From an optimization exercise on the open Yosys and OpenROAD flow, aimed at small area; shortcuts taken in it are not production practice.
Where RTL was checked, it was by simulation tests only, not by an equivalence proof against the original.
No functional check of the RTL was part of runs 2 to 4.
No activity file was given, so power comes from the tool's default toggle rates.

[flow/run.sh]
#!/bin/bash
# synth_recipe.tcl (not shown) runs the flow's synth.tcl, then flattens the netlist and writes it again
# the make line also repeats each setting of config.mk as NAME=value (left out here)
make -C /OpenROAD-flow-scripts/flow DESIGN_CONFIG=/design/flow/config.mk WORK_HOME=/design/flow/orfs CLKGATE_MAP_FILE= SYNTH_SCRIPT=/design/flow/synth_recipe.tcl finish
[flow/config.mk]
export PLATFORM = sky130hd
export DESIGN_NAME = UART
export DESIGN_NICKNAME = UART
export VERILOG_FILES = /design/flow/design.v
export SDC_FILE = /design/flow/constraint.sdc
export NUM_CORES = 4
export LEC_CHECK = 0
export CAP_MARGIN = 20
export CORE_MARGIN = 2
export CORE_UTILIZATION = 40
export SLEW_MARGIN = 20
[flow/constraint.sdc]
create_clock -name core_clock -period 10.0 [get_ports {clk}]
set_input_delay 2.0000 -clock core_clock [delete_from_list [all_inputs] [get_ports {clk}]]
set_output_delay 2.0000 -clock core_clock [all_outputs]
set_load 0.01 [all_outputs]
[flow/design.v]
`timescale 1ns / 1ps
module UART(
input clk,
input rst,
input start,
input [7:0] txin,
output reg tx, 
input rx,
output [7:0] rxout,
output rxdone, txdone
    );
parameter clock_rate= 100000;
parameter baudrate= 9600;
parameter wait_count=clock_rate/baudrate;
integer count;
reg bitDone;  
parameter idle = 0, send = 1, check = 2;
reg [1:0] state;
always@(posedge clk) 
begin
    if(rst)
        begin
        count <= 0;
        bitDone <= 1'b0;
        end
    else if(state == idle) 
        begin
        count <=0;
        end
    else
        begin
        if(count == wait_count)
            begin
            bitDone<=1'b1;
            count <= 0;
            end
        else
            begin
            count<=count+1;
            bitDone<=1'b0;
            end
    end
end
reg [9:0] txData; 
integer bitIndex;  
reg [9:0] shifttx;  
always@(posedge clk)
begin
    if(rst)
        begin
        state <= idle;
        tx <= 1'b1;
        txData <= 0;
        bitIndex <= 0;
        shifttx <= 0;
        end
    else
    case(state)
    idle:
        begin
        tx<=1'b1;
        txData<=0;
        bitIndex<=0;
        shifttx<=0;
        if(start == 1'b1)
           begin
           txData<={1'b1,txin,1'b0};
           state<=send;
           end
         else state<=idle;
        end
     send:
        begin
        tx<=(bitIndex<=9) ? txData[bitIndex] : 1'b1;
        state<=check;
        shifttx<={((bitIndex<=9) ? txData[bitIndex] : 1'b1), shifttx[9:1]};
        end
     check:
            begin
            if(bitIndex<=9)
                begin
                if(bitDone==1'b1)
                    begin
                    bitIndex<=bitIndex+1;
                    state<=send;
                    end
                end
             else 
                begin
                bitIndex<=0;
                state<=idle;
                end
             end
      default: state<=idle;
      endcase
end
assign txdone = (bitIndex == 9 && bitDone==1'b1) ? 1'b1 : 1'b0;
integer rcount;
integer rindex;
parameter ridle = 0, rwait = 1, recv = 2;
reg [1:0] rstate;
reg [9:0] rxdata;
always@(posedge clk)
begin
if(rst)
    begin
    rstate <= ridle;
    rxdata <= 0;
    rcount <= 0;
    rindex <= 0;
    end
else
case(rstate)
    ridle:
        begin
        rxdata <=0;
        rcount<=0;
        rindex<=0;
        if(rx==1'b0)  
            begin
            rstate<=rwait;
            end
        else rstate<=ridle;
        end
     rwait:
        begin
            if(rcount == wait_count/2)  
                begin
                rstate<=recv;
                rcount<=0;
                rxdata <= {rx,rxdata[9:1]};
                end
            else 
                begin
                rcount<=rcount+1;
                rstate<=rwait;
                end
        end
     recv:
        begin
            if(rindex<=9)
                begin
                if(bitDone==1'b1)
                    begin
                    rindex<=rindex+1;
                    rstate<=rwait;
                    end
                 end
             else begin
                rstate<=ridle;
                rindex<=0;
                end
        end
     default: rstate<=ridle;
endcase
end
assign rxout =rxdata[8:1];
assign rxdone= (rindex ==9 && bitDone==1'b1) ? 1'b1 : 1'b0;
endmodule
==> results of run 1 <==
==> logic make-up (layout without fill, tap and decap cells) <==
kind of cell,after synthesis,in the layout,share of synthesized area
and+or+nand+nor,473,473,0.3238
DFF,152,152,0.3939
AOI/OAI and AO/OA,149,149,0.1255
buffers and inverters,85,89,0.04665
xor gates and xnor gates,74,74,0.08390
adders and majority gates,10,10,0.01620
muxes,6,6,0.01004
==> sequential cells by signal (all words and copies together) (netlist names), 2 cells and up <==
register and flops:
rindex 32, rstate 2, count 32, txData 9
rcount 32, state 2, rxdata 9, bitIndex 32
==> report_power, final <==
part / switching [mW] / leakage, nW / total, mW / internal, mW
clock network: 0.269 / 0.279 / 0.634 / 0.365
logic: 0.0481 / 1.12 / 0.0699 / 0.0218
registers: 0.00902 / 1.23 / 0.620 / 0.611
==> layout make-up <==
type,count,area (sq um)
Inverter,27,101.3
Tap cell,260,325.3
Timing Repair Buffer,30,275.3
Clock inverter,12,118.9
Multi-Input combinational cell,712,4338
Sequential cell,152,3043
Clock buffer,20,466.7
Fill cell,1842,10160
==> synthesized netlist by cell type, drive strengths merged, types with 4 or more instances <==
cell type	count
dfxtp	152
and3	18
a31oi	14
nor4	49
a311oi	11
nand4	29
and2	8
ha	10
nand2	78
or3	13
nand4b	8
or4	7
or4b	5
mux2	4
clkbuf	42
xnor2	55
and4	7
nand3	63
o31ai	4
o41ai	4
a22oi	9
nand3b	6
or2	4
nor3	43
o21ai	24
nand2b	4
a21oi	57
a211oi	4
inv	27
xor2	19
nor2	123
buf	16
==> routing by layer <==
layer,GRT usage,vias to the layer above,wire length [um]
met5,0,-,0
met4,0.04794,0,165
met3,0.04058,11,544
met2,0.2785,80,7780
met1,0.2504,3039,8939
li1,-,3407,-
==> stage by stage <==
stage	power, mW	worst slack (ns)
finish	1.324	5.587
global route	1.373	5.449
CTS	1.339	5.582
detailed placement	0.7050	6.063
global placement	0.7050	6.050
floorplan	0.6804	6.769
==> how the worst max path moves through the flow <==
stage,cells after the start,from,endpoint
3_3_place_gp,4,bitIndex[15],txdone
6_report,4,bitIndex[15],txdone
2_1_floorplan,4,rindex[15],rxdone
5_1_grt,4,bitIndex[15],txdone
3_5_place_dp,4,bitIndex[15],txdone
4_1_cts,4,bitIndex[15],txdone
==> worst max-delay path: cells and delay by family (launching register included) <==
| kind | cells | cell delay (ns) |
|---|---|---|
| buffers and inverters | 1 | 0.60 |
| and+or+nand+nor | 3 | 1.04 |
| DFF | 1 | 0.35 |
==> qor.txt, run 1 <==
Ant. Diodes -> 0
crit path cell chain -> nor4_1, nand4_1, nor3_1, clkdlybuf4s50_1
CTS buffer count -> 17
Placed Instance Area -> 8083 sq um
Clock Skews -> 0.01290 ns
# DRC -> 0
Max stage delay on crit path -> 0.60 ns
DP Wirelength -> 11.57 mm
peak fanout along the critical path -> 5
Non-Filler Instances -> 1213
placed insts -> 1181
core area -> 18830 sq um
hold path startpoint -> txData[7]
number of antenna violations at the first check in global routing -> 0
Avg Cell Area, Syn -> 8.140 sq um
critical path type -> flop to output pin
ys flop type -> dfxtp_1
Initial Utilization -> 0.4102
most frequent cells in the layout -> 152 x dfxtp_1, 122 x nor2_1, 78 x nand2_1, 63 x nand3_1, 57 x a21oi_1
io pins -> 23
Final Cell Area -> 8668 sq um
worst slew pin tran -> 0.8881 ns
largest net degree at the start of global routing -> 71
Std-Cell Rows -> 50
vias per cell -> 5.389
most common cell after layout, fill and taps aside -> dfxtp_1
Worst R2R Path Depth -> 8
worst flop-to-flop path endpoint -> rindex[23]
Die Wd -> 143.0 um
Setup TNS -> 0 ns
Clock Sinks -> 152
nets@finish -> 962
Worst Setup End Kind -> output pin
Clk Latency, worst-skew pair -> 0.42 ns
Worst Path Required -> 8.00 ns
warnings from Yosys -> 1
reg-to-reg setup timing slack -> 7.00 ns
Post-CTS Hold Buffers -> 0
Final Hold Viols -> 0
Clock Root Buffer -> clkbuf_16
Synth Cell Area -> 7725 sq um
via count -> 6537
initial DRC count -> 396
Worst slew margin -> 0.4025
CTS tree -> yes
RR Startpoint -> rstate[1]
Die Area -> 20440 sq um
post-route ant nets -> 0
Post-synth EDFFs -> 0
leakage -> 2.627 nW
Syn-to-layout area delta -> 12.21%
Max Cap Viol -> 0
GR Overflow Total -> 0
GRT Overall Usage -> 0.1792
Clock Tree Buf Depth -> 2
wire per inst -> 14.37 um
flops & latches, synth -> 152
Post-CTS Setup Bufs -> 0
Post-synth ARST share -> 0
crit path DAT -> 2.41 ns
WHS Endpoint -> txData[7]
largest area contributor in the netlist -> dfxtp_1
first-pass detailed-route iteration total -> 5
RSZ-0062 raised after global routing -> false
post-CTS resize count -> 0
Slew Viols, Final -> 0
CP max stage cell -> clkdlybuf4s50_1
fin crit period -> 4.413 ns
CTS H-tree lvls -> 4
Hold/Removal Path Class -> flop to flop
Hold Path Stages -> 2
synth top area cells -> dfxtp_1 39%, xnor2_1 6.2%, nor2_1 5.9%
Critical Path Start Type -> flop
Routed Wire Length -> 17.43 mm
Net Count, Synth -> 971
post-synth top area share -> 0.3939
vias in the first global route -> 6094
share of the yosys chip area belonging to registers -> 0.3939
final core occ -> 0.4603
fin crit share -> 0.4413
Post-Synthesis Cells -> 949
tightest hold margin -> 0.4500 ns
Port Buffers -> 22
# setup viols final -> 0
status -> timing/DRC/antenna clean
first-pass GRT wire length -> 29.86 mm
share of post-route cells with drive strength above 1 -> 0.07555
Fmax -> 226.6 MHz
pwr/cell area -> 152.8 nW/um^2
worst vdd ir -> 0.0001217 V
Die Span Y -> 143.0 um
gpl congestion -> 0.7928
library cells used by synthesis -> 68
Worst-path clk slew -> 0.07 ns
==> run 2, diff against run 1 <==
==> flow/design.v (replaced) <==
`timescale 1ns / 1ps
module UART(
input clk,
input rst,
input start,
input [7:0] txin,
output reg tx,
input rx,
output [7:0] rxout,
output rxdone, txdone
    );
parameter clock_rate= 100000;
parameter baudrate= 9600;
parameter wait_count=clock_rate/baudrate;
reg [3:0] c;
reg [3:0] j;
reg [7:0] txd;
wire tidle   = (j == 4'd10) && (c == 4'd3);
wire bitDone = (c == 4'd0) && (j != 4'd0);
reg dsel;
always @* begin
    case (j)
    4'd0: dsel = 1'b0;
    4'd1: dsel = txd[0];
    4'd2: dsel = txd[1];
    4'd3: dsel = txd[2];
    4'd4: dsel = txd[3];
    4'd5: dsel = txd[4];
    4'd6: dsel = txd[5];
    4'd7: dsel = txd[6];
    4'd8: dsel = txd[7];
    default: dsel = 1'b1;
    endcase
end
always @(posedge clk) begin
    if (rst) begin
        c <= 4'd3;
        j <= 4'd10;
        tx <= 1'b1;
    end else begin
        if (tidle) begin
            if (start) begin
                c <= 4'd0;
                j <= 4'd0;
            end
        end else if (c == wait_count) begin
            c <= 4'd0;
            j <= j + 4'd1;
        end else
            c <= c + 4'd1;
        if (!bitDone)
            tx <= dsel;
    end
    if (tidle)
        txd <= txin;
end
assign txdone = (j == 4'd10) && (c == 4'd0);
reg [2:0] p;
reg [3:0] r;
reg [9:1] rxdata;
wire ridle = (p == 3'd7);
always @(posedge clk) begin
    if (rst) begin
        p <= 3'd7;
        r <= 4'd0;
        rxdata <= 9'd0;
    end else begin
        if (ridle) begin
            rxdata <= 9'd0;
            r <= 4'd0;
            if (!rx) p <= 3'd0;
        end else if (p == 3'd6) begin
            if (r == 4'd10) begin
                p <= 3'd7;
                r <= 4'd0;
            end else if (bitDone) begin
                p <= 3'd0;
                r <= r + 4'd1;
            end
        end else begin
            p <= p + 3'd1;
            if (p == 3'd5)
                rxdata <= {rx, rxdata[9:2]};
        end
    end
end
assign rxout = rxdata[8:1];
assign rxdone = (r == 4'd9) && bitDone;
endmodule
==> run 2 against run 1 <==
Clock power fell by 84%. Via count fell by 80%. Largest power group is now registers. Synthesized cell count fell by 82%. Clock-buffer cell count fell by 12. Fmax rose by 4.0%. Global-route usage fell by 3.3 points. Non-clock buffer count fell by 8. Critical path depth rose by 2. Setup slack improved by 0.17 ns. Final cell count fell by 81%. Still clean on timing, DRC and antenna. Design area fell by 77%.
==> qor.txt, run 2 <==
vias in the first global route -> 1329
GRT Overall Usage -> 0.1461
Worst slew margin -> 0.6123
DP Wirelength -> 2.301 mm
Initial Utilization -> 0.4214
Reg power frac -> 0.429
met3 usage in global routing -> 0.03947
Clock Tree Buf Depth -> 2
synth top area cells -> dfxtp_1 29%, edfxtp_1 14%, ha_1 8.1%
Ant. Diodes -> 0
io pins -> 23
GR Overflow Total -> 0
Worst Setup End Kind -> output pin
pwr/cell area -> 239.3 nW/um^2
wire per inst -> 13.64 um
CTS buffer count -> 5
most frequent cells in the layout -> 25 x dfxtp_1, 22 x clkdlybuf4s50_1, 17 x nor2_1, 11 x ha_1, 10 x mux2i_1
Placed Instance Area -> 1889 sq um
Post-synth EDFFs -> 8
# DRC -> 0
core area -> 4029 sq um
Worst-path clk slew -> 0.06 ns
Fmax -> 235.7 MHz
biggest regs -> rxdata: 9 flops, txd: 8 flops
fin crit share -> 0.4243
Post-CTS Hold Buffers -> 0
gr busiest metal -> met2
first-pass GRT wire length -> 5.602 mm
Clk pwr share -> 0.215
RSZ-0062 raised after global routing -> false
placed insts -> 228
CTS tree -> yes
synth cell count leaders -> 25 x dfxtp_1, 17 x nor2_1, 11 x ha_1
Die Wd -> 69.15 um
GR Util met2 -> 0.2489
Post-Synthesis Cells -> 170
ys flop type -> dfxtp_1
nets@finish -> 208
first-pass detailed-route iteration total -> 5
Max stage delay on crit path -> 0.58 ns
Clk Latency, worst-skew pair -> 0.29 ns
Switching Share -> 0.3560
crit path DAT -> 2.24 ns
initial DRC count -> 98
max reg flops -> 9
vias per cell -> 5.415
post-route ant nets -> 0
CP max stage cell -> clkdlybuf4s50_1
post-synth top area share -> 0.2948
Non-Filler Instances -> 236
Avg Cell Area, Syn -> 9.988 sq um
flops & latches, synth -> 33
reg-to-reg setup timing slack -> 8.00 ns
warnings from Yosys -> 1
Routed Wire Length -> 3.219 mm
crit path cell chain -> inv_1, ha_1, or3b_4, nand2_4, nor4bb_1, clkdlybuf4s50_1
share of the yosys chip area belonging to registers -> 0.4363
Synth Cell Area -> 1698 sq um
share of post-route cells with drive strength above 1 -> 0.06452
cell internal pwr -> 305.0 uW
Worst Path Required -> 8.00 ns
Logic pwr share -> 0.355
M1 GR Usage -> 0.1569
Hold/Removal Path Class -> flop to flop
critical path type -> flop to output pin
# setup viols final -> 0
gpl congestion -> 0.8240
Biggest register -> rxdata
status -> timing/DRC/antenna clean
Slew Viols, Final -> 0
fin crit period -> 4.243 ns
sw power -> 168.6 uW
Critical Path Start Type -> flop
most common cell after layout, fill and taps aside -> dfxtp_1
leakage -> 0.7926 nW
Clock Root Buffer -> clkbuf_8
worst vdd ir -> 0.0001283 V
Clock Sinks -> 33
Final Cell Area -> 1979 sq um
number of antenna violations at the first check in global routing -> 0
largest area contributor in the netlist -> dfxtp_1
Net Count, Synth -> 193
Final Hold Viols -> 0
Syn-to-layout area delta -> 16.58%
Setup TNS -> 0 ns
most common cell in the synthesized netlist -> dfxtp_1
largest net degree at the start of global routing -> 16
Post-synth ARST share -> 0
worst slew pin tran -> 0.5798 ns
Die Span Y -> 69.15 um
Clock Skews -> 0.006168 ns
CTS H-tree lvls -> 2
Std-Cell Rows -> 23
Port Buffers -> 22
peak fanout along the critical path -> 9
Die Area -> 4782 sq um
Post-CTS Setup Bufs -> 0
Max Cap Viol -> 0
library cells used by synthesis -> 50
via count -> 1278
post-CTS resize count -> 0
==> run 2: kinds of logic (layout without fill, tap and decap cells) <==
kind of cell	count (synthesis)	after routing	share of synthesized area
flip-flops	33	33	0.4363
AO/OA/AOI/OAI	34	34	0.1319
buffers and inverters	21	37	0.06926
multiplexers	10	10	0.05896
adder cells (fa/ha/maj)	11	11	0.08106
XOR/XNOR	3	3	0.01548
AND/OR/NAND/NOR	58	58	0.2071
==> run 2: critical path, delay by kind of cell (launching register included) <==
kind	cells	cell delay, ns
buf+inv	2	0.69
simple gates	3	0.65
flops	1	0.37
fa+ha+maj	1	0.25
==> run 2: final cells by class <==
class                   instances  area, sq um
fillers                       381         2049
multi-input cells             116        839.6
flip-flops and latches         33        740.7
repair buffers                 22        220.2
clock buffers                   8        90.09
well taps                      50        62.56
inverters                       7        26.28
==> run 2: path summary, 6_finish.rpt <==
check / startpoint / to / cells after the start
max reg2reg: j[0] / j[3] / 7
min reg2reg: rxdata[9] / rxdata[8] / 2
min: rxdata[9] / rxdata[8] / 2
max: j[0] / rxdone / 6
==> run 2: layer usage <==
layer  routed length, um  up-vias  share of wire
li1                    -      639              -
met1                1397      590           0.43
met2                1565       42           0.49
met3                 181        7          0.056
met4                  75        0          0.023
met5                   0        -              0
==> run 2: metrics by stage <==
stage,power [mW],hold slack (ns),utilization,setup slack [ns]
2_1_floorplan,0.3304,0.4601,-,6.564
3_3_place_gp,0.3668,0.4726,0.4689,6.143
3_5_place_dp,0.3750,0.4839,0.4689,6.057
4_1_cts,0.4781,0.5013,0.4913,5.748
5_1_grt,0.5082,0.5115,0.4913,5.597
6_report,0.4737,0.4951,0.4913,5.757
==> run 2: power by group through the flow <==
stage	Sequential, mW	Combinational [mW]	Clock (mW)
2_1_floorplan	0.196	0.135	0
3_3_place_gp	0.204	0.162	0
3_5_place_dp	0.206	0.169	0
4_1_cts	0.203	0.169	0.106
5_1_grt	0.208	0.189	0.112
6_report	0.203	0.168	0.102
==> run 3, diff against run 2 <==
--- a/flow/config.mk
+++ b/flow/config.mk
@@ -5,6 +5,7 @@
 export SDC_FILE = /design/flow/constraint.sdc
 export NUM_CORES = 4
 export LEC_CHECK = 0
+export ABC_AREA = 1
 export CAP_MARGIN = 20
 export CORE_MARGIN = 2
 export CORE_UTILIZATION = 40
==> run 3 against run 2 <==
Still clean. Global-route usage grew 0.85 points. Worst hold slack lost 0.051 ns. Fmax grew 6.8%. Die area grew 8.4%. Flip-flop and latch count is the same. Largest cell class unchanged. Area after synthesis grew 8.9%.
==> qor.txt, run 3 <==
status -> timing/DRC/antenna clean
Synth Cell Area -> 1849 sq um
Final Hold Viols -> 0
number of antenna violations at the first check in global routing -> 0
final core occ -> 0.4901
Clock Sinks -> 33
flops & latches, synth -> 33
CTS H-tree lvls -> 2
Die Wd -> 72.00 um
GR Overflow Total -> 0
Ant. Diodes -> 0
Port Buffers -> 22
first-pass GRT wire length -> 6.258 mm
tightest hold margin -> 0.4436 ns
Post-synth ARST share -> 0
Setup TNS -> 0 ns
largest area contributor in the netlist -> dfxtp_1
biggest regs -> rxdata: 9 flops, txd: 8 flops
wire per inst -> 11.50 um
Post-Synthesis Cells -> 234
max reg flops -> 9
via count -> 1455
Post-CTS Setup Bufs -> 0
Std-Cell Rows -> 24
peak fanout along the critical path -> 5
Clock Tree Buf Depth -> 2
Net Count, Synth -> 257
post-route ant nets -> 0
nets@finish -> 274
most frequent cells in the layout -> 47 x nand2_1, 30 x inv_1, 25 x dfxtp_1, 22 x clkdlybuf4s50_1
DP Wirelength -> 2.587 mm
RSZ-0062 raised after global routing -> false
share of the yosys chip area belonging to registers -> 0.4005
Fmax -> 251.8 MHz
Biggest register -> rxdata
worst vdd ir -> 0.0001626 V
Critical Path Start Type -> flop
reg-to-reg setup timing slack -> 8.32 ns
io pins -> 23
fin crit share -> 0.3971
share of post-route cells with drive strength above 1 -> 0.1111
Clock Root Buffer -> clkbuf_8
Hold/Removal Path Class -> flop to flop
CTS tree -> yes
crit path DAT -> 1.97 ns
Post-CTS Hold Buffers -> 0
GRT Overall Usage -> 0.1545
Worst slew margin -> 0.6895
Non-Filler Instances -> 304
Post-synth EDFFs -> 8
vias in the first global route -> 1369
Max Cap Viol -> 0
# DRC -> 0
first-pass detailed-route iteration total -> 4
most common cell after layout, fill and taps aside -> nand2_1
Slew Viols, Final -> 0
Worst-path clk slew -> 0.07 ns
placed insts -> 296
Die Span Y -> 72.00 um
CTS buffer count -> 5
Initial Utilization -> 0.4189
Placed Instance Area -> 2039 sq um
core area -> 4414 sq um
Die Area -> 5183 sq um
post-synth top area share -> 0.2706
Clk Latency, worst-skew pair -> 0.28 ns
initial DRC count -> 42
worst slew pin tran -> 0.4652 ns
pwr/cell area -> 268.9 nW/um^2
Worst Setup End Kind -> output pin
largest net degree at the start of global routing -> 18
vias per cell -> 4.786
critical path type -> flop to output pin
fin crit period -> 3.971 ns
synth top area cells -> dfxtp_1 27%, edfxtp_1 13%, nand2_1 9.5%
Final Cell Area -> 2163 sq um
post-CTS resize count -> 0
leakage -> 0.9556 nW
warnings from Yosys -> 1
Avg Cell Area, Syn -> 7.903 sq um
Worst Path Required -> 8.00 ns
synth cell count leaders -> 47 x nand2_1, 30 x inv_1, 25 x dfxtp_1
library cells used by synthesis -> 30
Syn-to-layout area delta -> 16.98%
gpl congestion -> 0.7702
most common cell in the synthesized netlist -> nand2_1
Clock Skews -> 0.003249 ns
Routed Wire Length -> 3.495 mm
ys flop type -> dfxtp_1
# setup viols final -> 0
==> run 3: cell count changes after synthesis, sizes merged, moves of 4 or more <==
cell | before | now
nand2 | 8 | 54
inv | 7 | 34
nand3 | 5 | 22
a21oi | 9 | 19
mux2i | 10 | 0
o21ai | 6 | 13
nand4 | 1 | 7
a31oi | 5 | 0
clkbuf | 4 | 0
nand3b | 4 | 0
==> run 3: per-layer routing <==
layer	part of all wire	wire length, um	GRT usage
met1	0.54	1872	0.2158
met2	0.43	1492	0.2294
met3	0.019	65	0.03750
met4	0.018	64	0.06289
met5	0	0	0
==> run 3: cell families (layout without fill, tap and decap cells) <==
logic type,Yosys count,count (layout),share of synthesized area
AND/OR/NAND/NOR,105,105,0.2848
XOR/XNOR,4,4,0.01895
AO/OA/AOI/OAI,35,35,0.1008
buffers and inverters,46,64,0.1204
adder cells (fa/ha/maj),11,11,0.07442
flip-flops,33,33,0.4005
==> run 3: through the flow <==
step,power [mW],setup slack (ns)
3_5_place_dp,0.4555,6.338
3_3_place_gp,0.4529,6.402
4_1_cts,0.5885,6.020
6_report,0.5817,6.029
2_1_floorplan,0.4040,6.878
5_1_grt,0.6326,5.885
==> run 3: power breakdown <==
part	switching [mW]	leakage, nW	total [mW]	internal, mW
combinational	0.145	0.612	0.238	0.0931
clock	0.0521	0.0645	0.131	0.0789
sequential	0.0319	0.279	0.212	0.181
total	0.229	0.956	0.582	0.353
==> run 3: critical path, stage by stage (launching register included) <==
cell	delay, ns
dfxtp_1	0.40
inv_1	0.11
ha_1	0.26
nand2_2	0.11
nand2_2	0.08
nor3_1	0.16
clkdlybuf4s50_1	0.56
==> run 3: path summary, 6_finish.rpt <==
kind	start	to	cells past startpoint
worst min register to register	rxdata[1]	rxdata[1]	2
worst max-delay path	j[0]	rxdone	6
worst min-delay path	rxdata[1]	rxdata[1]	2
worst max register to register	j[0]	j[2]	8
==> run 3: cell type report <==
cell class,instances,area [sq um]
fillers,438,2251
repair buffers,22,220.2
inverters,34,127.6
multi-input cells,155,885.9
well taps,52,65.06
flip-flops and latches,33,740.7
clock inverters,1,5.005
clock buffers,7,118.9
==> run 4, diff against run 3 <==
--- a/flow/design.v
+++ b/flow/design.v
@@ -15,8 +15,8 @@
 reg [3:0] c;
 reg [3:0] j;
 reg [7:0] txd;
-wire tidle   = (j == 4'd10) && (c == 4'd3);
-wire bitDone = (c == 4'd0) && (j != 4'd0);
+wire tidle   = j[3] & j[1] & c[1];           
+wire bitDone = c[3] & c[1] & ~c[0];          
 reg dsel;
 always @* begin
     case (j)
@@ -34,27 +34,26 @@
 end
 always @(posedge clk) begin
     if (rst) begin
-        c <= 4'd3;
+        c <= 4'd2;
         j <= 4'd10;
         tx <= 1'b1;
     end else begin
         if (tidle) begin
             if (start) begin
-                c <= 4'd0;
+                c <= 4'd15;
                 j <= 4'd0;
             end
-        end else if (c == wait_count) begin
+        end else if (bitDone) begin
             c <= 4'd0;
             j <= j + 4'd1;
         end else
             c <= c + 4'd1;
-        if (!bitDone)
-            tx <= dsel;
+        tx <= dsel;
     end
     if (tidle)
         txd <= txin;
 end
-assign txdone = (j == 4'd10) && (c == 4'd0);
+assign txdone = bitDone & j[3] & j[0];       
 reg [2:0] p;
 reg [3:0] r;
 reg [9:1] rxdata;
@@ -70,7 +69,7 @@
             r <= 4'd0;
             if (!rx) p <= 3'd0;
         end else if (p == 3'd6) begin
-            if (r == 4'd10) begin
+            if (r[3] & r[1]) begin           
                 p <= 3'd7;
                 r <= 4'd0;
             end else if (bitDone) begin
@@ -85,5 +84,5 @@
     end
 end
 assign rxout = rxdata[8:1];
-assign rxdone = (r == 4'd9) && bitDone;
+assign rxdone = bitDone & r[3] & r[0];       
 endmodule
--- a/flow/config.mk
+++ b/flow/config.mk
@@ -5,8 +5,8 @@
 export SDC_FILE = /design/flow/constraint.sdc
 export NUM_CORES = 4
 export LEC_CHECK = 0
-export ABC_AREA = 1
 export CAP_MARGIN = 20
 export CORE_MARGIN = 2
 export CORE_UTILIZATION = 40
+export CTS_BUF_LIST = sky130_fd_sc_hd__clkbuf_1 sky130_fd_sc_hd__clkbuf_2 sky130_fd_sc_hd__clkbuf_4
 export SLEW_MARGIN = 20
==> run 4 against run 3 <==
Still clean on timing, DRC and antenna. Area after synthesis decreased by 13%. Sequential share of layout area increased by 6.4 points. First-iteration DRC count increased by 33%. Non-clock buffer count unchanged. Clock skew increased by 0.0036 ns. Sequential power decreased by 11%. Power decreased by 32%. Fmax increased by 3.0%. Clock power decreased by 46%. Final cell count decreased by 27%. Utilization decreased by 0.38 points. Combinational power decreased by 44%. Critical endpoint is now txdone. Largest cell class is now flip-flops and latches.
==> qor.txt, run 4 <==
largest family of logic cells by synthesized area -> simple AND/OR/NAND/NOR gates
Die Wd -> 67.25 um
cell internal pwr -> 251.5 uW
critical path type -> flop to output pin
Worst slew margin -> 0.5983
nets@finish -> 195
Port Buffers -> 22
Net Count, Synth -> 180
largest area contributor in the netlist -> dfxtp_1
leakage -> 0.7524 nW
Setup TNS -> 0 ns
first-pass GRT wire length -> 4.719 mm
simple-gate portion of the synthesized area -> 0.1634
Ant. Diodes -> 0
tightest hold margin -> 0.5082 ns
Std-Cell Rows -> 22
RR Startpoint -> j[3]
CP max stage cell -> clkdlybuf4s50_1
crit path DAT -> 1.86 ns
most common cell after layout, fill and taps aside -> dfxtp_1
worst flop-to-flop path endpoint -> c[2]
number of antenna violations at the first check in global routing -> 0
Post-CTS Hold Buffers -> 0
FF+latch area -> 740.7 sq um
Compound-Gate Fraction of Synth Area -> 0.1400
vias in the first global route -> 1111
worst vdd ir -> 0.0001255 V
Avg Cell Area, Syn -> 10.13 sq um
GRT Overall Usage -> 0.1407
Final Cell Area -> 1821 sq um
synth top area cells -> dfxtp_1 31%, edfxtp_1 15%, ha_1 7.8%
Post-synth EDFFs -> 8
pwr/cell area -> 216.1 nW/um^2
Worst R2R Path Depth -> 4
Worst Setup End Kind -> output pin
flops & latches, synth -> 33
DP Wirelength -> 2.058 mm
Total Power -> 393.4 uW
max reg flops -> 9
Fill cells -> 353
Max stage delay on crit path -> 0.53 ns
post-CTS resize count -> 0
Syn-to-layout area delta -> 13.76%
post-route ant nets -> 0
initial DRC count -> 56
Hold Path Stages -> 2
status -> timing/DRC/antenna clean
gpl congestion -> 0.7845
Non-Filler Instances -> 222
# DRC -> 0
Synth Cell Area -> 1600 sq um
WHS Endpoint -> rxdata[9]
RSZ-0062 raised after global routing -> false
Initial Utilization -> 0.4275
Clock Root Buffer -> clkbuf_4
hold path startpoint -> rxdata[9]
XOR/XNOR Fraction of Synth Area -> 0.005473
Final Hold Viols -> 0
sw power -> 141.8 uW
Synth Area in Adders -> 0.07819
ys flop type -> dfxtp_1
Reg power frac -> 0.480
wire per inst -> 12.50 um
Clk Latency, worst-skew pair -> 0.33 ns
GR Overflow Total -> 0
post-synth top area share -> 0.3127
share of the yosys chip area belonging to registers -> 0.4629
crit path cell chain -> and3b_1, and3_2, clkdlybuf4s50_1
largest net degree at the start of global routing -> 16
reg-to-reg setup timing slack -> 8.18 ns
fin crit share -> 0.3856
Biggest register -> rxdata
Critical Path Start Type -> flop
Slew Viols, Final -> 0
Logic pwr share -> 0.342
# setup viols final -> 0
most common cell in the synthesized netlist -> dfxtp_1
Worst-path clk slew -> 0.10 ns
Worst Path Required -> 8.00 ns
share of post-route cells with drive strength above 1 -> 0.08621
Fmax -> 259.3 MHz
most frequent cells in the layout -> 25 x dfxtp_1, 22 x clkdlybuf4s50_1, 15 x nor2_1, 14 x nand2_1, 11 x mux2i_1
synth cell count leaders -> 25 x dfxtp_1, 15 x nor2_1, 14 x nand2_1
Die Span Y -> 67.25 um
peak fanout along the critical path -> 9
Post-synth ARST share -> 0
Hold/Removal Path Class -> flop to flop
biggest regs -> rxdata: 9 flops, txd: 8 flops
CP bufs+invs -> 1
Switching Share -> 0.3605
placed insts -> 214
Clk pwr share -> 0.178
Die Area -> 4523 sq um
CTS H-tree lvls -> 2
Clock Skews -> 0.006869 ns
area of the multi-input gates -> 729.5 sq um
Clock Tree Buf Depth -> 2
CTS buffer count -> 5
vias per cell -> 5.225
crit-path leading delay family -> simple AND/OR/NAND/NOR gates
Routed Wire Length -> 2.776 mm
fin crit period -> 3.856 ns
core area -> 3744 sq um
Post-Synthesis Cells -> 158
Max Cap Viol -> 0
first-pass detailed-route iteration total -> 4
CTS tree -> yes
via count -> 1160
worst slew pin tran -> 0.6026 ns
Post-CTS Setup Bufs -> 0
library cells used by synthesis -> 42
Placed Instance Area -> 1769 sq um
Clock Sinks -> 33
multiplexer area fraction after synthesis -> 0.06880
warnings from Yosys -> 1
io pins -> 23
run 4: kinds of logic after synthesis:
group | count (synthesis)
adder cells (fa/ha/maj) | 10
XOR/XNOR | 1
AND/OR/NAND/NOR | 52
flip-flops | 33
AO/OA/AOI/OAI | 32
multiplexers | 11
buffers and inverters | 19
run 4: power by group through the flow:
stage | Combinational [mW] | Sequential, mW | Clock, mW
2_1_floorplan | 0.116 | 0.185 | 0
3_3_place_gp | 0.131 | 0.190 | 0
3_5_place_dp | 0.136 | 0.192 | 0
4_1_cts | 0.136 | 0.189 | 0.0727
5_1_grt | 0.152 | 0.193 | 0.0782
6_report | 0.134 | 0.189 | 0.0701
run 4: worst max-delay path by stage:
stage / cells after the start / endpoint / from / slack (ns)
finish: 3 / txdone / c[0] / 6.14
global route: 3 / txdone / c[0] / 6.04
CTS: 3 / txdone / c[0] / 6.13
detailed placement: 3 / r[1] / rst / 6.51
global placement: 3 / txdone / c[0] / 6.52
floorplan: 3 / txdone / c[0] / 7.07
run 4: cell type report:
type,instances,share of cell area
Clock buffer,6,0.02268
Tap cell,48,0.03299
Clock inverter,2,0.005498
Inverter,5,0.01031
Sequential cell,33,0.4069
Multi-Input combinational cell,106,0.4007
Timing Repair Buffer,22,0.1210
run 4: stage by stage:
| step | worst slack (ns) | utilization |
|---|---|---|
| after CTS | 6.132 | 0.4863 |
| after floorplan | 7.074 | - |
| after global routing | 6.045 | 0.4863 |
| after detailed placement | 6.511 | 0.4726 |
| after global placement | 6.519 | 0.4726 |
| final | 6.144 | 0.4863 |
run 4: worst min-delay path: cells and delay by family (launching register included):
kind	cells	cell delay, ns
DFF	1	0.34
and+or+nand+nor	1	0.07
muxes	1	0.07
run 4: routing by layer:
metal,global-route usage,wire (um)
met5,0,0
met4,0.05612,34
met3,0.05500,142
met2,0.2413,1344
met1,0.1558,1255
==> run 5, diff against run 4 <==
--- a/flow/design.v
+++ b/flow/design.v
@@ -4,7 +4,7 @@
 input rst,
 input start,
 input [7:0] txin,
-output reg tx,
+output tx,
 input rx,
 output [7:0] rxout,
 output rxdone, txdone
@@ -15,8 +15,11 @@
 reg [3:0] c;
 reg [3:0] j;
 reg [7:0] txd;
-wire tidle   = j[3] & j[1] & c[1];           
-wire bitDone = c[3] & c[1] & ~c[0];          
+wire jten    = j[3] & j[1];                  
+wire tidle   = jten & c[0];                  
+wire tfirst  = jten & c[1];                  
+wire bitDone = c[3] & ~c[1] & c[0];          
+wire wrap    = c[3] & ~c[2] & c[1] & ~c[0];  
 reg dsel;
 always @* begin
     case (j)
@@ -32,23 +35,23 @@
     default: dsel = 1'b1;
     endcase
 end
+assign tx = dsel;
 always @(posedge clk) begin
     if (rst) begin
-        c <= 4'd2;
+        c <= 4'd1;
         j <= 4'd10;
-        tx <= 1'b1;
     end else begin
         if (tidle) begin
-            if (start) begin
-                c <= 4'd15;
-                j <= 4'd0;
-            end
-        end else if (bitDone) begin
+            if (start)
+                c <= 4'd14;
+        end else if (wrap) begin
             c <= 4'd0;
             j <= j + 4'd1;
-        end else
+        end else begin
             c <= c + 4'd1;
-        tx <= dsel;
+            if (tfirst)
+                j <= 4'd0;
+        end
     end
     if (tidle)
         txd <= txin;
--- a/flow/config.mk
+++ b/flow/config.mk
@@ -8,5 +8,4 @@
 export CAP_MARGIN = 20
 export CORE_MARGIN = 2
 export CORE_UTILIZATION = 40
-export CTS_BUF_LIST = sky130_fd_sc_hd__clkbuf_1 sky130_fd_sc_hd__clkbuf_2 sky130_fd_sc_hd__clkbuf_4
 export SLEW_MARGIN = 20
==> run 5 against run 4 <==
First-iteration DRC count grew 18%. Synthesized cell count grew 1.3%. Final cell count grew 2.3%. Flip-flop and latch count shrank 1. Sequential share of layout area shrank 2.0 points. Register-to-register slack gained 0.09 ns. Non-clock buffer count is the same. Critical path type unchanged.
==> qor.txt, run 5 <==
status -> timing/DRC/antenna clean
multiplexer area fraction after synthesis -> 0.06405
critical path type -> flop to output pin
WHS Endpoint -> rxdata[8]
gpl congestion -> 0.8007
Fmax -> 241.2 MHz
Worst Setup End Kind -> output pin
CTS buffer count -> 5
Clock Sinks -> 32
wire per inst -> 13.13 um
GR Overflow Total -> 0
Synth Area in Adders -> 0.08006
Clock Skews -> 0.004551 ns
GRT Overall Usage -> 0.1532
first-pass GRT wire length -> 5.043 mm
largest area contributor in the netlist -> dfxtp_1
Net Count, Synth -> 182
Routed Wire Length -> 2.981 mm
Ant. Diodes -> 0
Post-CTS Hold Buffers -> 0
peak fanout along the critical path -> 8
tightest hold margin -> 0.5089 ns
Critical Path Start Type -> flop
nets@finish -> 200
worst flop-to-flop path endpoint -> p[1]
Hold Path Stages -> 2
Clock Root Buffer -> clkbuf_8
number of antenna violations at the first check in global routing -> 0
worst slew pin tran -> 0.5977 ns
simple-gate portion of the synthesized area -> 0.1946
crit path DAT -> 2.15 ns
pwr/cell area -> 189.4 nW/um^2
Post-Synthesis Cells -> 160
post-route ant nets -> 0
leakage -> 0.7761 nW
post-synth top area share -> 0.3074
largest family of logic cells by synthesized area -> simple AND/OR/NAND/NOR gates
RSZ-0062 raised after global routing -> false
Syn-to-layout area delta -> 19.05%
Final Hold Viols -> 0
Final Cell Area -> 1861 sq um
Die Span Y -> 66.51 um
warnings from Yosys -> 1
ys flop type -> dfxtp_1
library cells used by synthesis -> 39
Clock Tree Buf Depth -> 2
Post-synth ARST share -> 0
post-CTS resize count -> 0
vias per cell -> 5.410
placed insts -> 219
first-pass detailed-route iteration total -> 4
XOR/XNOR Fraction of Synth Area -> 0
Total Power -> 352.3 uW
final core occ -> 0.5007
Biggest register -> rxdata
RR Startpoint -> p[0]
Worst Path Required -> 8.00 ns
core area -> 3716 sq um
fin crit share -> 0.4146
synth cell count leaders -> 24 x dfxtp_1, 16 x nand2_1, 13 x nor2_1
hold path startpoint -> rxdata[9]
Worst slew margin -> 0.6003
Hold/Removal Path Class -> flop to flop
io pins -> 23
largest net degree at the start of global routing -> 14
Die Wd -> 66.51 um
Slew Viols, Final -> 0
Setup TNS -> 0 ns
most common cell in the synthesized netlist -> dfxtp_1
Die Area -> 4423 sq um
share of the yosys chip area belonging to registers -> 0.4612
Post-CTS Setup Bufs -> 0
Initial Utilization -> 0.4205
flops & latches, synth -> 32
Worst-path clk slew -> 0.06 ns
share of post-route cells with drive strength above 1 -> 0.05587
via count -> 1228
dpl ws -> 6.170 ns
worst vdd ir -> 0.0001099 V
Std-Cell Rows -> 22
Post-synth EDFFs -> 8
Avg Cell Area, Syn -> 9.767 sq um
synth top area cells -> dfxtp_1 31%, edfxtp_1 15%, ha_1 8.0%
reg-to-reg setup timing slack -> 8.27 ns
Non-Filler Instances -> 227
Max Cap Viol -> 0
Placed Instance Area -> 1770 sq um
# setup viols final -> 0
CTS tree -> yes
CTS H-tree lvls -> 2
DP Wirelength -> 2.238 mm
Port Buffers -> 22
Compound-Gate Fraction of Synth Area -> 0.1393
worst setup margin -> 5.854 ns
# DRC -> 0
Clk Latency, worst-skew pair -> 0.28 ns
biggest regs -> rxdata: 9 flops, txd: 8 flops
initial DRC count -> 66
fin crit period -> 4.146 ns
vias in the first global route -> 1155
most common cell after layout, fill and taps aside -> dfxtp_1
most frequent cells in the layout -> 24 x dfxtp_1, 22 x clkdlybuf4s50_1, 16 x nand2_1, 13 x nor2_1
max reg flops -> 9
Synth Cell Area -> 1563 sq um
Worst R2R Path Depth -> 6
run 5: cell count changes in the layout (fill, tap and decap cells not counted), sizes merged, moves of 2 or more:
cell,delta
a211o,-2
clkbuf,+2
clkinv,-2
nand2,+3
nand3,+2
nor2,-2
run 5: power by group:
part | internal (mW) | switching, mW
Sequential | 0.148 | 0.0141
Combinational | 0.0407 | 0.0495
Clock | 0.0560 | 0.0439
run 5: metal layers:
metal	part of all wire	GRT usage
met5	0	0
met4	0.015	0.06888
met3	0.039	0.04561
met2	0.50	0.2625
met1	0.44	0.1746
run 5: layout make-up:
class / count / area [sq um]
clock buffer: 8 / 90.09
tap: 48 / 60.06
fill: 362 / 1856
inverter: 6 / 22.52
timing repair buffer: 22 / 220.2
sequential: 32 / 720.7
multi-input combinational: 111 / 747.0
run 5: logic make-up after synthesis:
family | count (synthesis)
DFF | 32
muxes | 10
AOI/OAI and AO/OA | 32
buffers and inverters | 17
and+or+nand+nor | 59
adders and majority gates | 10
run 5: worst max-delay path by stage:
stage / start / endpoint / slack (ns) / cells after the start
finish: j[1] / tx / 5.85 / 6
global route: j[1] / tx / 5.65 / 6
CTS: j[0] / tx / 5.86 / 6
detailed placement: j[1] / tx / 6.17 / 6
global placement: j[1] / tx / 6.25 / 6
floorplan: j[1] / tx / 6.77 / 6
run 5: worst max-delay path, cell delays in order (launching register included):
cell             delay, ns
dfxtp_1               0.46
inv_1                 0.12
ha_1                  0.22
nor4_1                0.32
o32ai_1               0.14
nand2_1               0.09
clkdlybuf4s50_1       0.53
==> run 6, diff against run 5 <==
==> flow/flow/run.sh (new file) <==
#!/bin/bash
# Standard ORFS layout, with minimum-size port buffers and a small clock tree.
set -euo pipefail
cd "$(dirname "$0")/.."
bash standard.sh \
  "BUFFER_PORTS_ARGS=-buffer_cell sky130_fd_sc_hd__buf_1" \
  "CTS_ARGS=-sink_clustering_enable -repair_clock_nets -buf_list sky130_fd_sc_hd__clkbuf_8 -sink_clustering_size 32 -sink_clustering_max_diameter 200 -dont_use_dummy_load" \
  finish > standard.log 2>&1
==> flow/standard.sh (new file) <==
#!/bin/bash
# synth_recipe.tcl (not shown) runs the flow's synth.tcl, then flattens the netlist and writes it again
# the make line also repeats each setting of config.mk as NAME=value (left out here)
make -C /OpenROAD-flow-scripts/flow DESIGN_CONFIG=/design/flow/config.mk WORK_HOME=/design/flow/orfs CLKGATE_MAP_FILE= SYNTH_SCRIPT=/design/flow/synth_recipe.tcl "${@:-finish}"
removed: flow/run.sh
==> run 6 against run 5 <==
Still clean. Setup slack better by 0.38 ns. Combinational power down 4.1%. Final cell count down 1.3%. Critical endpoint unchanged. Largest cell class unchanged. Highest routed layer unchanged.
==> qor.txt, run 6 <==
Std-Cell Rows -> 22
GRT Overall Usage -> 0.1477
Worst Setup End Kind -> output pin
most common cell after layout, fill and taps aside -> dfxtp_1
Initial Utilization -> 0.4205
pwr/cell area -> 196.7 nW/um^2
via count -> 1206
io pins -> 23
Slew Viols, Final -> 0
Die Area -> 4423 sq um
CP bufs+invs -> 2
Clk Latency, worst-skew pair -> 0.28 ns
Total Power -> 334.8 uW
vias in the first global route -> 1110
wire per inst -> 12.84 um
worst slew pin tran -> 0.5792 ns
Non-Filler Instances -> 224
# setup viols final -> 0
Placed Instance Area -> 1633 sq um
Critical Path Start Type -> flop
CTS buffer count -> 5
post-route ant nets -> 0
crit path DAT -> 1.76 ns
Biggest register -> rxdata
Worst-path clk slew -> 0.06 ns
share of the yosys chip area belonging to registers -> 0.4612
GR Overflow Total -> 0
Post-synth EDFFs -> 8
largest area contributor in the netlist -> dfxtp_1
largest net degree at the start of global routing -> 14
Fill cells -> 374
initial DRC count -> 64
Clock Root Buffer -> clkbuf_8
CTS H-tree lvls -> 2
Clock Tree Buf Depth -> 2
Clock Skews -> 0.01031 ns
first-pass GRT wire length -> 4.830 mm
nets@finish -> 200
Avg Cell Area, Syn -> 9.767 sq um
status -> timing/DRC/antenna clean
library cells used by synthesis -> 39
Hold/Removal Path Class -> flop to flop
Port Buffers -> 22
crit-path leading delay family -> flip-flops
Ant. Diodes -> 0
peak fanout along the critical path -> 8
Worst slew margin -> 0.6127
final core occ -> 0.4579
Max Cap Viol -> 0
flops & latches, synth -> 32
fin crit period -> 3.762 ns
most frequent cells in the layout -> 24 x dfxtp_1, 22 x buf_1, 16 x nand2_1, 13 x nor2_1
core area -> 3716 sq um
biggest regs -> rxdata: 9 flops, txd: 8 flops
ys flop type -> dfxtp_1
first-pass detailed-route iteration total -> 4
most common cell in the synthesized netlist -> dfxtp_1
Worst Path Required -> 8.00 ns
Clock Sinks -> 32
CTS tree -> yes
synth top area cells -> dfxtp_1 31%, edfxtp_1 15%, ha_1 8.0%
Routed Wire Length -> 2.876 mm
worst vdd ir -> 0.00008547 V
Die Span Y -> 66.51 um
post-synth top area share -> 0.3074
critical path type -> flop to output pin
warnings from Yosys -> 1
number of antenna violations at the first check in global routing -> 0
leakage -> 0.7113 nW
Final Cell Area -> 1702 sq um
Synth Cell Area -> 1563 sq um
Syn-to-layout area delta -> 8.887%
Post-CTS Setup Bufs -> 0
Net Count, Synth -> 182
post-CTS resize count -> 0
vias per cell -> 5.384
gpl congestion -> 0.7797
Die Wd -> 66.51 um
Post-synth ARST share -> 0
placed insts -> 219
Setup TNS -> 0 ns
Max stage delay on crit path -> 0.46 ns
share of post-route cells with drive strength above 1 -> 0.05114
max reg flops -> 9
# DRC -> 0
synth cell count leaders -> 24 x dfxtp_1, 16 x nand2_1, 13 x nor2_1
Fmax -> 265.9 MHz
crit path cell chain -> inv_1, ha_1, nor4_1, o32ai_1, nand2_1, buf_1
Final Hold Viols -> 0
CP max stage cell -> dfxtp_1
Post-Synthesis Cells -> 160
Post-CTS Hold Buffers -> 0
fin crit share -> 0.3762
DP Wirelength -> 2.163 mm
RSZ-0062 raised after global routing -> false
-- run 6: final timing paths --
path / slack [ns] / cells past startpoint / startpoint / endpoint
worst max-delay path: 6.24 / 6 / j[1] / tx
worst min-delay path: 0.50 / 2 / rxdata[9] / rxdata[9]
worst max register to register: 8.20 / 6 / p[0] / p[1]
worst min register to register: 0.50 / 2 / rxdata[9] / rxdata[9]
-- run 6: where the power goes --
group | switching (mW) | internal, mW | leakage (nW)
logic | 0.0493 | 0.0372 | 0.399
registers | 0.0145 | 0.148 | 0.276
clock network | 0.0410 | 0.0447 | 0.0359
total | 0.105 | 0.230 | 0.711
-- run 6: kinds of logic (layout without fill, tap and decap cells) --
group	after synthesis	in the layout	share of synthesized area
buf+inv	17	33	0.06085
simple gates	59	59	0.1946
compound gates	32	32	0.1393
flops	32	32	0.4612
mux	10	10	0.06405
fa+ha+maj	10	10	0.08006
-- run 6: layer usage --
| metal | wire length, um | up-vias | global-route usage |
|---|---|---|---|
| li1 | - | 603 | - |
| met1 | 1202 | 574 | 0.1615 |
| met2 | 1476 | 22 | 0.2550 |
| met3 | 134 | 7 | 0.05068 |
| met4 | 62 | 0 | 0.06888 |
| met5 | 0 | - | 0 |
-- run 6: worst reg2reg max path: stages (launching register included) --
cell	delay (ns)
dfxtp_1	0.42
inv_1	0.07
ha_1	0.23
and2_1	0.23
a21oi_2	0.26
nor2_1	0.11
a221o_1	0.36
-- run 6: through the flow --
step / hold WS, ns / setup slack [ns]
after floorplan: 0.4601 / 6.773
after global placement: 0.4750 / 6.611
after detailed placement: 0.4929 / 6.551
after CTS: 0.5060 / 6.228
after global routing: 0.5316 / 6.069
final: 0.4995 / 6.238
-- run 6: area by class of cell --
| cell class | instances | area, sq um | area share |
|---|---|---|---|
| Multi-Input combinational cell | 111 | 747.0 | 0.4390 |
| Sequential cell | 32 | 720.7 | 0.4235 |
| Timing Repair Buffer | 22 | 82.58 | 0.04853 |
| Clock buffer | 5 | 68.82 | 0.04044 |
| Tap cell | 48 | 60.06 | 0.03529 |
| Inverter | 6 | 22.52 | 0.01324 |
==> run 7, diff against run 6 <==
==> flow/flow/run.sh (replaced) <==
#!/bin/bash
# Standard ORFS layout, with minimum-size port buffers and a small clock tree.
set -euo pipefail
cd "$(dirname "$0")/.."
bash standard.sh \
  "BUFFER_PORTS_ARGS=-buffer_cell sky130_fd_sc_hd__buf_1" \
  "CTS_ARGS=-sink_clustering_enable -repair_clock_nets -buf_list sky130_fd_sc_hd__clkbuf_4 -sink_clustering_size 16 -sink_clustering_max_diameter 100 -dont_use_dummy_load" \
  finish > standard.log 2>&1
==> run 7 against run 6 <==
Still clean. Register-to-register slack is essentially flat. Clock power shrank 29%. Sequential share of layout area grew 0.79 points. Die area is the same. Setup slack lost 0.057 ns. Final cell count is the same. Design area shrank 1.8%. Fmax shrank 1.5%. Synthesized cell count is the same. Largest power group unchanged.
==> qor.txt, run 7 <==
Die Wd -> 66.51 um
ys flop type -> dfxtp_1
most common cell in the synthesized netlist -> dfxtp_1
biggest regs -> rxdata: 9 flops, txd: 8 flops
vias in the first global route -> 1103
Clock Root Buffer -> clkbuf_4
GRT Overall Usage -> 0.1412
Worst slew margin -> 0.6112
Fmax -> 261.9 MHz
Port Buffers -> 22
most common cell after layout, fill and taps aside -> dfxtp_1
Clock Tree Buf Depth -> 2
worst vdd ir -> 0.00007273 V
post-CTS resize count -> 0
CTS H-tree lvls -> 2
Std-Cell Rows -> 22
leakage -> 0.6983 nW
Slew Viols, Final -> 0
Worst-path clk slew -> 0.10 ns
nets@finish -> 200
post-route ant nets -> 0
Setup TNS -> 0 ns
synth top area cells -> dfxtp_1 31%, edfxtp_1 15%, ha_1 8.0%
Post-synth ARST share -> 0
Initial Utilization -> 0.4205
largest net degree at the start of global routing -> 14
number of antenna violations at the first check in global routing -> 0
Die Area -> 4423 sq um
Syn-to-layout area delta -> 6.885%
Fill cells -> 379
# DRC -> 0
share of post-route cells with drive strength above 1 -> 0.05114
post-synth top area share -> 0.3074
vias per cell -> 5.335
crit path DAT -> 1.82 ns
GR Overflow Total -> 0
Clock Sinks -> 32
placed insts -> 219
critical path type -> flop to output pin
Post-CTS Hold Buffers -> 0
Clock Skews -> 0.02126 ns
Worst Path Required -> 8.00 ns
Synth Cell Area -> 1563 sq um
core area -> 3716 sq um
Post-CTS Setup Bufs -> 0
Final Cell Area -> 1670 sq um
reg-to-reg setup timing slack -> 8.19 ns
DP Wirelength -> 2.163 mm
first-pass detailed-route iteration total -> 4
Placed Instance Area -> 1633 sq um
max reg flops -> 9
Post-Synthesis Cells -> 160
Worst Setup End Kind -> output pin
largest area contributor in the netlist -> dfxtp_1
# setup viols final -> 0
share of the yosys chip area belonging to registers -> 0.4612
pwr/cell area -> 185.4 nW/um^2
gpl congestion -> 0.7797
Hold Path Stages -> 2
fin crit share -> 0.3818
Routed Wire Length -> 2.824 mm
Non-Filler Instances -> 224
Worst R2R Path Depth -> 6
CTS tree -> yes
via count -> 1195
Post-synth EDFFs -> 8
CTS buffer count -> 5
dpl ws -> 6.551 ns
worst slew pin tran -> 0.5815 ns
library cells used by synthesis -> 39
Net Count, Synth -> 182
warnings from Yosys -> 1
status -> timing/DRC/antenna clean
RSZ-0062 raised after global routing -> false
Avg Cell Area, Syn -> 9.767 sq um
initial DRC count -> 77
Final Hold Viols -> 0
io pins -> 23
most frequent cells in the layout -> 24 x dfxtp_1, 22 x buf_1, 16 x nand2_1, 13 x nor2_1
Clk Latency, worst-skew pair -> 0.33 ns
synth cell count leaders -> 24 x dfxtp_1, 16 x nand2_1, 13 x nor2_1
first-pass GRT wire length -> 4.692 mm
flops & latches, synth -> 32
Max Cap Viol -> 0
worst setup margin -> 6.182 ns
Ant. Diodes -> 0
fin crit period -> 3.818 ns
peak fanout along the critical path -> 8
Biggest register -> rxdata
wire per inst -> 12.61 um
Total Power -> 309.6 uW
Die Span Y -> 66.51 um
Hold/Removal Path Class -> flop to flop
Critical Path Start Type -> flop
run 7: metal layers:
layer | track usage | up-vias | part of all wire
li1 | - | 603 | -
met1 | 0.1594 | 561 | 0.42
met2 | 0.2463 | 25 | 0.51
met3 | 0.04054 | 6 | 0.050
met4 | 0.06122 | 0 | 0.017
met5 | 0 | - | 0
run 7: path summary, 6_finish.rpt:
kind,start,end
min,rxdata[9],rxdata[9]
max reg2reg,p[0],p[1]
min reg2reg,rxdata[9],rxdata[9]
max,j[1],tx
run 7: layout make-up:
class                   instances  area [sq um]  area share
well taps                      48         60.06     0.03596
multi-input cells             111         747.0      0.4472
flip-flops and latches         32         720.7      0.4315
repair buffers                 22         82.58     0.04944
inverters                       6         22.52     0.01348
clock buffers                   5         37.54     0.02247
run 7: cell families (layout without fill, tap and decap cells):
group	Yosys count	after routing	synth area share
AOI/OAI and AO/OA	32	32	0.1393
adders and majority gates	10	10	0.08006
buffers and inverters	17	33	0.06085
DFF	32	32	0.4612
muxes	10	10	0.06405
and+or+nand+nor	59	59	0.1946
run 7: worst max-delay path, stage by stage, from the launching register on:
cell	delay [ns]
dfxtp_1	0.47
inv_1	0.12
ha_1	0.22
nor4_1	0.32
o32ai_1	0.14
nand2_1	0.08
buf_1	0.15
run 7: power by group:
group	leakage [nW]	total, mW	internal [mW]	switching [mW]
clock	0.0230	0.0607	0.0234	0.0373
sequential	0.276	0.162	0.148	0.0146
combinational	0.399	0.0866	0.0372	0.0494
run 7: per-stage QoR:
| stage | utilization | hold WS, ns |
|---|---|---|
| floorplan | - | 0.4601 |
| global placement | 0.4394 | 0.4750 |
| detailed placement | 0.4394 | 0.4929 |
| CTS | 0.4495 | 0.5120 |
| global route | 0.4495 | 0.5358 |
| finish | 0.4495 | 0.5044 |
==> run 8, diff against run 7 <==
==> flow/flow/run.sh (replaced) <==
#!/bin/bash
# Standard ORFS layout, with minimum-size port buffers and a small clock tree.
set -euo pipefail
cd "$(dirname "$0")/.."
bash standard.sh \
  "BUFFER_PORTS_ARGS=-buffer_cell sky130_fd_sc_hd__buf_1" \
  "CTS_ARGS=-sink_clustering_enable -repair_clock_nets -buf_list sky130_fd_sc_hd__clkbuf_4 -dont_use_dummy_load" \
  finish > standard.log 2>&1
==> run 8 against run 7 <==
Worst hold slack stayed put. Critical path depth stayed put. Global-route usage did not move. Sequential power about the same. Utilization unchanged. Final cell count unchanged. Power is the same. Setup slack unchanged. First-iteration DRC count unchanged. Clock-buffer cell count unchanged. Via count is the same. Area after synthesis is the same. Critical path type unchanged. Critical endpoint unchanged. Largest power group unchanged. Highest routed layer unchanged.
==> qor.txt, run 8 <==
worst slew pin tran -> 0.5815 ns
Worst slew margin -> 0.6112
nets@finish -> 200
largest area contributor in the netlist -> dfxtp_1
wire per inst -> 12.61 um
leakage -> 0.6983 nW
worst flop-to-flop path endpoint -> p[1]
Post-CTS Setup Bufs -> 0
worst vdd ir -> 0.00007273 V
post-synth top area share -> 0.3074
Std-Cell Rows -> 22
# setup viols final -> 0
Synth Cell Area -> 1563 sq um
final core occ -> 0.4495
Avg Cell Area, Syn -> 9.767 sq um
crit path from -> j[1]
CTS H-tree lvls -> 2
flops & latches, synth -> 32
GR Overflow Total -> 0
Final Hold Viols -> 0
tightest hold margin -> 0.5044 ns
share of post-route cells with drive strength above 1 -> 0.05114
DP Wirelength -> 2.163 mm
Syn-to-layout area delta -> 6.885%
CTS tree -> yes
io pins -> 23
Post-Synthesis Cells -> 160
Clock Tree Buf Depth -> 2
GRT Overall Usage -> 0.1412
via count -> 1195
WHS Endpoint -> rxdata[9]
Ant. Diodes -> 0
Worst-path clk slew -> 0.10 ns
placed insts -> 219
vias in the first global route -> 1103
area of the multi-input gates -> 747.0 sq um
crit path cell chain -> inv_1, ha_1, nor4_1, o32ai_1, nand2_1, buf_1
Setup TNS -> 0 ns
post-CTS resize count -> 0
fin crit share -> 0.3818
core area -> 3716 sq um
CTS buffer count -> 5
Fill cells -> 379
Port Buffers -> 22
FF+latch area -> 720.7 sq um
status -> timing/DRC/antenna clean
critical path type -> flop to output pin
most common cell after layout, fill and taps aside -> dfxtp_1
Clk Latency, worst-skew pair -> 0.33 ns
initial DRC count -> 77
Slew Viols, Final -> 0
first-pass detailed-route iteration total -> 4
synth cell count leaders -> 24 x dfxtp_1, 16 x nand2_1, 13 x nor2_1
Die Wd -> 66.51 um
Post-CTS Hold Buffers -> 0
peak fanout along the critical path -> 8
Clock Sinks -> 32
ys flop type -> dfxtp_1
reg-to-reg setup timing slack -> 8.19 ns
crit path DAT -> 1.82 ns
Worst R2R Path Depth -> 6
vias per cell -> 5.335
first-pass GRT wire length -> 4.692 mm
Clock Skews -> 0.02126 ns
post-route ant nets -> 0
max reg flops -> 9
most frequent cells in the layout -> 24 x dfxtp_1, 22 x buf_1, 16 x nand2_1, 13 x nor2_1
Routed Wire Length -> 2.824 mm
number of antenna violations at the first check in global routing -> 0
Initial Utilization -> 0.4205
Post-synth ARST share -> 0
Post-synth EDFFs -> 8
Clock Root Buffer -> clkbuf_4
Hold/Removal Path Class -> flop to flop
warnings from Yosys -> 1
Biggest register -> rxdata
Die Span Y -> 66.51 um
largest net degree at the start of global routing -> 14
Critical Path Start Type -> flop
worst setup margin -> 6.182 ns
Hold Path Stages -> 2
gpl congestion -> 0.7797
biggest regs -> rxdata: 9 flops, txd: 8 flops
Non-Filler Instances -> 224
share of the yosys chip area belonging to registers -> 0.4612
# DRC -> 0
Net Count, Synth -> 182
Max Cap Viol -> 0
hold path startpoint -> rxdata[9]
dpl ws -> 6.551 ns
Fmax -> 261.9 MHz
most common cell in the synthesized netlist -> dfxtp_1
CP max stage cell -> dfxtp_1
synth top area cells -> dfxtp_1 31%, edfxtp_1 15%, ha_1 8.0%
pwr/cell area -> 185.4 nW/um^2
Die Area -> 4423 sq um
RR Startpoint -> p[0]
RSZ-0062 raised after global routing -> false
library cells used by synthesis -> 39
Worst Setup End Kind -> output pin
Max stage delay on crit path -> 0.47 ns
Worst Path Required -> 8.00 ns
fin crit period -> 3.818 ns
## run 8: cell counts in the layout (fill, tap and decap cells not counted)
Identical to the previous run, type by type.
## run 8: layout make-up
| cell class | instances | share of cell area |
|---|---|---|
| Tap cell | 48 | 0.03596 |
| Sequential cell | 32 | 0.4315 |
| Timing Repair Buffer | 22 | 0.04944 |
| Clock buffer | 5 | 0.02247 |
| Inverter | 6 | 0.01348 |
| Multi-Input combinational cell | 111 | 0.4472 |
## run 8: logic make-up (layout without fill, tap and decap cells)
family          after synthesis  in the layout  share of synthesized area
simple gates                 59             59                     0.1946
buf+inv                      17             33                    0.06085
fa+ha+maj                    10             10                    0.08006
mux                          10             10                    0.06405
compound gates               32             32                     0.1393
flops                        32             32                     0.4612
## run 8: how the worst max path moves through the flow
stage / to / slack (ns)
after floorplan: tx / 6.77
after global placement: tx / 6.61
after detailed placement: tx / 6.55
after CTS: tx / 6.17
after global routing: tx / 6.01
final: tx / 6.18
## run 8: power breakdown
part | total [mW] | leakage, nW | internal (mW) | switching [mW]
Combinational | 0.0866 | 0.399 | 0.0372 | 0.0494
Sequential | 0.162 | 0.276 | 0.148 | 0.0146
Clock | 0.0607 | 0.0230 | 0.0234 | 0.0373
## run 8: routing by layer
layer | vias up | part of all wire | GRT usage
li1 | 603 | - | -
met1 | 561 | 0.42 | 0.1594
met2 | 25 | 0.51 | 0.2463
met3 | 6 | 0.050 | 0.04054
met4 | 0 | 0.017 | 0.06122
met5 | - | 0 | 0
## run 8: critical path, delay by kind of cell, from the launching register on
family / cells / cell delay [ns]
AND/OR/NAND/NOR: 2 / 0.40
flip-flops: 1 / 0.47
buffers and inverters: 2 / 0.27
adder cells (fa/ha/maj): 1 / 0.22
AO/OA/AOI/OAI: 1 / 0.14
## run 8: per-stage QoR
stage,area (sq um),power (mW)
final,1670,0.3096
after global routing,1670,0.3302
after CTS,1670,0.3127
after detailed placement,1633,0.2525
after global placement,1633,0.2478
after floorplan,1563,0.2328

[separate check: timing with driven ports]
In the flow no input, the clock included, has a driving cell. The finished layouts below were timed again as built, in two steps.
Step 1, drivers: a clkbuf_16 drives clk and a buf_2 each remaining input, both assumed.
Step 2 times the ports against the registers' clock, not the clock port: input delays grow and output delays shrink by t, the midpoint of the rising clock arrivals with the driver on.
Three values: ideal ports, drivers, drivers and shift; two values: the first two.
| run | t, ns | setup slack, ns | latest minus earliest clock arrival (ns) |
|---|---|---|---|
| run 1 | 0.461 | 5.587 / 5.543 / 6.004 | 0.013 / 0.013 |
| run 2 | 0.309 | 5.757 / 5.731 / 6.040 | 0.006 / 0.006 |
| run 3 | 0.310 | 6.029 / 6.001 / 6.311 | 0.004 / 0.004 |
| run 4 | 0.349 | 6.144 / 6.120 / 6.469 | 0.008 / 0.008 |
| run 5 | 0.301 | 5.854 / 5.828 / 6.129 | 0.005 / 0.004 |
| run 6 | 0.301 | 6.238 / 6.213 / 6.514 | 0.011 / 0.010 |
| run 7 | 0.338 | 6.182 / 6.158 / 6.496 | 0.021 / 0.021 |
| run 8 | 0.338 | 6.182 / 6.158 / 6.496 | 0.021 / 0.021 |
After both steps setup and hold are still met in every run listed.
